Context: an optimization exercise on an open-source flow, tuned for small area. The choices shown serve that exercise and are no tape-out recipe. Function was checked by simulation only, so behaviour that the tests miss may differ from the original. The clock port is modelled as an ideal driver, which makes a skipped or thinned clock tree look cheaper than it is; a real chip needs a root buffer or a tree. Power is estimated from default activity; no workload was simulated.

==> module pm_shape, before the edit <==
module pm_shape #(
		parameter KIND = 0            
	) (
		input clk,
		input rst,
		input go,
		output reg [1:0] cnt,         
		output reg fin,
		output v1,                    
		output v2,                    
		output [4:0] t5,              
		output reg [2:0] u5,
		output [1:0] m3o,
		output [2:0] y7o
	);
	reg [1:0] m3;
	reg [2:0] y7;
	assign m3o = (KIND == 2) ? m3 : 2'd0;
	assign y7o = (KIND == 2) ? y7 : 3'd0;
	localparam N = (KIND == 0) ? 13 : (KIND == 1) ? 15 : 11;
	reg [1:0]  ph;
	wire run = (ph != 2'd0);
	assign v1 = ph[1];
	assign v2 = (ph == 2'd3);
	reg [N-1:0] T;
	assign t5 = T[4:0];
	reg f0, f1, f2, set1, set2;
	always @(*) begin
		f0 = (T[8:0] == 9'd336) && (u5 == 3'd0);             
		set1 = (T[8:0] == 9'd337) && (u5 == 3'd0);           
		case (KIND)
			0: begin  
				f1 = (T == 13'd4826) && (u5 == 3'd2);        
				set2 = (T == 13'd4827) && (u5 == 3'd2);
				f2 = v2 && (T[10:0] == 11'd86);              
			end
			1: begin  
				f1 = (T == 15'd23794);                       
				set2 = (T == 15'd23795);
				f2 = v2 && (T[10:0] == 11'd622);             
			end
			default: begin  
				f1 = (T[10:0] == 11'd84) && (m3 == 2'd0) && (y7 == 3'd0);   
				set2 = (T[10:0] == 11'd85) && (m3 == 2'd1) && (y7 == 3'd0);
				f2 = v2 && (T[10:0] == 11'd196) && (m3 == 2'd2);           
			end
		endcase
	end
	wire start = go & !run;
	always @(posedge clk) begin
		if (start) begin
			T <= {N{1'b1}}; u5 <= 3'd7; m3 <= 2'd3; y7 <= 3'd4;
		end else begin
			T <= T + 1'b1;
			if (&T[3:0]) u5 <= (u5 == 3'd4) ? 3'd0 : u5 + 1'b1;
			m3 <= (m3 == 2'd2) ? 2'd0 : m3 + 1'b1;
			if (T[0] && m3 == 2'd2) y7 <= (y7 == 3'd6) ? 3'd0 : y7 + 1'b1;
		end
		case (ph)
			2'd0: if (go) ph <= 2'd1;
			2'd1: if (set1) ph <= 2'd2;
			2'd2: if (set2) ph <= 2'd3;
			default: ;
		endcase
		fin <= 1'b0;
		case (cnt)
			2'd0: if (go) cnt <= 2'd1;
			2'd1: if (f0) cnt <= 2'd2;
			2'd2: if (f1) cnt <= 2'd3;
			2'd3: if (f2) begin cnt <= 2'd0; fin <= 1'b1; end
		endcase
		if (rst) begin
			ph <= 2'd0; cnt <= 2'd0; fin <= 1'b0;
		end
	end
endmodule
==> module pipe_make, before the edit <==
module pipe_make(
		input clk,
		input rst,
		input [2:0] colour,
		input [7:0] in_x,
		input [6:0] in_y,
		input [7:0] width,
		input [6:0] height,
		input go_draw,
		input [3:0] pipe_type,
		output finish_draw,
		output [7:0] out_x,
		output [6:0] out_y,
		output [2:0] out_colour
	);
	wire [2:0] s = (pipe_type > 4'd5) ? 3'd0 : pipe_type[2:0];
	wire [1:0] cnt [0:5];
	wire [5:0] fin, v1, v2;
	wire [4:0] t5 [0:5];
	wire [2:0] u5 [0:5];
	wire [1:0] m3 [0:5];
	wire [2:0] y7 [0:5];
	genvar i;
	generate
		for (i = 0; i < 6; i = i + 1) begin : shape
			pm_shape #(.KIND(i == 0 ? 0 : i == 1 ? 1 : 2)) u(
				.clk(clk), .rst(rst), .go(go_draw && s == i),
				.cnt(cnt[i]), .fin(fin[i]), .v1(v1[i]), .v2(v2[i]),
				.t5(t5[i]), .u5(u5[i]), .m3o(m3[i]), .y7o(y7[i]));
		end
	endgenerate
	wire [1:0] c = cnt[s];
	wire [4:0] t = t5[s];
	wire [2:0] u = u5[s];
	wire [1:0] m = m3[s];
	wire [2:0] y = y7[s];
	wire ver = (s == 3'd0);
	wire hor = (s == 3'd1);
	wire right = (s == 3'd3) || (s == 3'd5);
	wire down = (s == 3'd4) || (s == 3'd5);
	reg [6:0] j;
	reg [2:0] m6;
	reg [2:0] dx;
	reg [3:0] dy;
	reg zero, green;
	always @(*) begin
		j = 7'd0; m6 = 3'd0;
		zero = 1'b0; green = 1'b0;
		m6 = (t[0] ? 3'd3 : 3'd0) + (m == 2'd1 ? 3'd4 : m == 2'd2 ? 3'd2 : 3'd0);
		if (m6 >= 3'd6) m6 = m6 - 3'd6;
		case (c)
			2'd0: begin  
				dx = 3'd4; dy = 4'd4; green = 1'b1;
			end
			2'd1: begin  
				dx = t[2:0]; dy = {u, t[3]}; zero = (u == 3'd7);
			end
			2'd2: begin  
				zero = !v1[s]; green = v1[s];
				if (ver) begin         
					j = {u, t[3:0]} + 7'd38;
					if (j >= 7'd80) j = j - 7'd80;
					if (j >= 7'd40) j = j - 7'd40;
					dx = 3'd2 + j[1:0]; dy = j[5:2];
				end else if (hor) begin  
					j = {2'b0, t} - 7'd18;
					dx = j[2:0]; dy = 4'd3 + j[4:3];
				end else begin           
					dx = (right ? 3'd2 : 3'd0) + m6;
					dy = (down ? 4'd3 : 4'd0) + y;
				end
			end
			default: begin  
				zero = !v2[s];
				if (ver || hor) begin    
					dx = {2'b0, t[0]}; dy = 4'd0;
				end else begin           
					dx = (right ? 3'd6 : 3'd0) + m6[0];
					dy = (down ? 4'd7 : 4'd0) + ((m6 >= 3'd2) ? (m6 - 3'd2) >> 1 : (m6 + 3'd4) >> 1);
				end
			end
		endcase
	end
	wire [7:0] sx = in_x + dx;
	wire [6:0] sy = in_y + dy;
	assign finish_draw = fin[s];
	assign out_x = zero ? 8'd0 : sx;
	assign out_y = zero ? 7'd0 : sy;
	assign out_colour = {1'b0, green, 1'b0};
endmodule
==> flow/config.mk <==
export PLATFORM = sky130hd
export DESIGN_NAME = pipe_make
export DESIGN_NICKNAME = pipe_make
export VERILOG_FILES = /design/flow/design.v
export SDC_FILE = /design/flow/constraint.sdc
export NUM_CORES = 4
export LEC_CHECK = 0
export CAP_MARGIN = 20
export CORE_MARGIN = 2
export CORE_UTILIZATION = 40
export SLEW_MARGIN = 20
==> flow/constraint.sdc <==
create_clock -name core_clock -period 10.0 [get_ports {clk}]
set_input_delay 2.0000 -clock core_clock [delete_from_list [all_inputs] [get_ports {clk}]]
set_output_delay 2.0000 -clock core_clock [all_outputs]
set_load 0.01 [all_outputs]
standard.sh (not shown) runs the stock make flow with config.mk's settings and CLKGATE_MAP_FILE= SYNTH_SCRIPT=/design/flow/synth_recipe.tcl, a recipe that flattens the netlist after the stock synthesis.
==> flow/flow/run.sh <==
#!/bin/bash
# Own layout flow: the standard ORFS flow (standard.sh) with these changes
# to how the layout is made:
#  - synthesis (flow/synth.tcl) is the standard synthesis script, but
#    adders are left to ABC instead of being mapped to the library's adder
#    cells first (ADDER_MAP_FILE empty), and ABC uses an area-oriented script;
#    registers, their names and cell types are those of the standard synthesis;
#  - the port buffers are the smallest buffer (buf_1) instead of a delay cell;
#  - the clock tree is built by flow/cts_manual.tcl: the clock port drives
#    a few clock buffers, each driving a group of nearby flip-flops.
# The make output goes to flow_make.log; each ORFS step logs to orfs/logs/.
set -euo pipefail
export OWN_WORK_DIR="$(pwd)"
export OWN_FLOW_DIR="$(pwd)/flow"
export OWN_CTS_LEAVES=5
export OWN_CTS_MAX_LEAVES=9
export OWN_CTS_TRIES=16
export OWN_CTS_SLEW=0.112
export OWN_CTS_CELL=sky130_fd_sc_hd__clkbuf_16
export OWN_CTS_ROOT=sky130_fd_sc_hd__clkbuf_8
bash standard.sh \
  SYNTH_SCRIPT="$OWN_FLOW_DIR/synth.tcl" \
  ADDER_MAP_FILE= \
  "BUFFER_PORTS_ARGS=-buffer_cell sky130_fd_sc_hd__buf_1" \
  PRE_CTS_TCL="$OWN_FLOW_DIR/cts_manual.tcl" \
  finish > flow_make.log 2>&1
Other scripts of this flow, unchanged in this note and not shown: flow/flow/abc_area.script, flow/flow/cts_manual.tcl, flow/flow/synth.tcl
The baseline went through all stages and came out clean.
Then changed:
--- a/flow/design.v
+++ b/flow/design.v
@@ -16,15 +16,15 @@
 	reg [1:0] m3;
 	reg [2:0] y7;
 	assign m3o = (KIND == 2) ? m3 : 2'd0;
 	assign y7o = (KIND == 2) ? y7 : 3'd0;
 	localparam N = (KIND == 0) ? 13 : (KIND == 1) ? 15 : 11;
 	reg [1:0]  ph;
-	wire run = (ph != 2'd0);
+	wire run = ph[0] | ph[1];
 	assign v1 = ph[1];
-	assign v2 = (ph == 2'd3);
+	assign v2 = ph[1] & !ph[0];
 	reg [N-1:0] T;
 	assign t5 = T[4:0];
 	reg f0, f1, f2, set1, set2;
 	always @(*) begin
 		f0 = (T[8:0] == 9'd336) && (u5 == 3'd0);             
 		set1 = (T[8:0] == 9'd337) && (u5 == 3'd0);           
@@ -54,15 +54,15 @@
 			T <= T + 1'b1;
 			if (&T[3:0]) u5 <= (u5 == 3'd4) ? 3'd0 : u5 + 1'b1;
 			m3 <= (m3 == 2'd2) ? 2'd0 : m3 + 1'b1;
 			if (T[0] && m3 == 2'd2) y7 <= (y7 == 3'd6) ? 3'd0 : y7 + 1'b1;
 		end
 		case (ph)
-			2'd0: if (go) ph <= 2'd1;
-			2'd1: if (set1) ph <= 2'd2;
-			2'd2: if (set2) ph <= 2'd3;
+			2'b00: if (go) ph <= 2'b01;
+			2'b01: if (set1) ph <= 2'b11;
+			2'b11: if (set2) ph <= 2'b10;
 			default: ;
 		endcase
 		fin <= 1'b0;
 		case (cnt)
 			2'd0: if (go) cnt <= 2'd1;
 			2'd1: if (f0) cnt <= 2'd2;
@@ -103,13 +103,13 @@
 				.clk(clk), .rst(rst), .go(go_draw && s == i),
 				.cnt(cnt[i]), .fin(fin[i]), .v1(v1[i]), .v2(v2[i]),
 				.t5(t5[i]), .u5(u5[i]), .m3o(m3[i]), .y7o(y7[i]));
 		end
 	endgenerate
 	wire [1:0] c = cnt[s];
-	wire [4:0] t = t5[s];
+	wire [4:0] t = {t5[1][4] & (s == 3'd1), t5[s][3:0]};
 	wire [2:0] u = u5[s];
 	wire [1:0] m = m3[s];
 	wire [2:0] y = y7[s];
 	wire ver = (s == 3'd0);
 	wire hor = (s == 3'd1);
 	wire right = (s == 3'd3) || (s == 3'd5);
The changed run completed with no timing, DRC or antenna violations; routed wire length drops by 2.9%; via count is lower by about 3%; fmax is about the same; worst setup slack gets better by 0.011 ns; combinational power went down by 12%; synthesized cell count is lower by about 2%; die area decreases by 0.40%; sequential power hardly moves; global-route usage shrinks by 0.20 points; first-iteration DRC count grows by 14%; worst hold slack got worse by 0.022 ns; design area drops by 1.1%.
No run of this note takes its clock network from TritonCTS; it comes from the design's own scripts or RTL.

[static timing again, ports no longer ideal]
The flow's constraints put no driver on any port. The routed layouts listed below were extracted and timed again, unchanged, in two steps. Step 1: set_driving_cell puts a clkbuf_16 on clk and a buf_2 on each other input, an assumption about the parent block. Step 2 moves the port delays by t, midway between the first and last clock arrival at a register: inputs arrive t later, outputs are due t later. That takes back most of the time a late clock gives input paths. Slacks: no drivers / after step 1 / after step 2; pairs: no drivers / after step 1.
| run | t (ns) | setup slack, ns | slew at the worst register clock pin (ns) | worst data-port slew with drivers (ns) | cell pins on the clock port's net |
|---|---|---|---|---|---|
| the first run | 0.451 | 0.586 / 0.533 / 0.533 | 0.10 / 0.10 | 0.07 | 1 |
| the second run | 0.450 | 0.597 / 0.577 / 0.577 | 0.10 / 0.10 | 0.05 | 1 |
After both steps setup and hold are still met in every run listed. The setup slack of the first run, which loses most, moves by -0.053 ns with the drivers and by -0.053 ns with both steps.
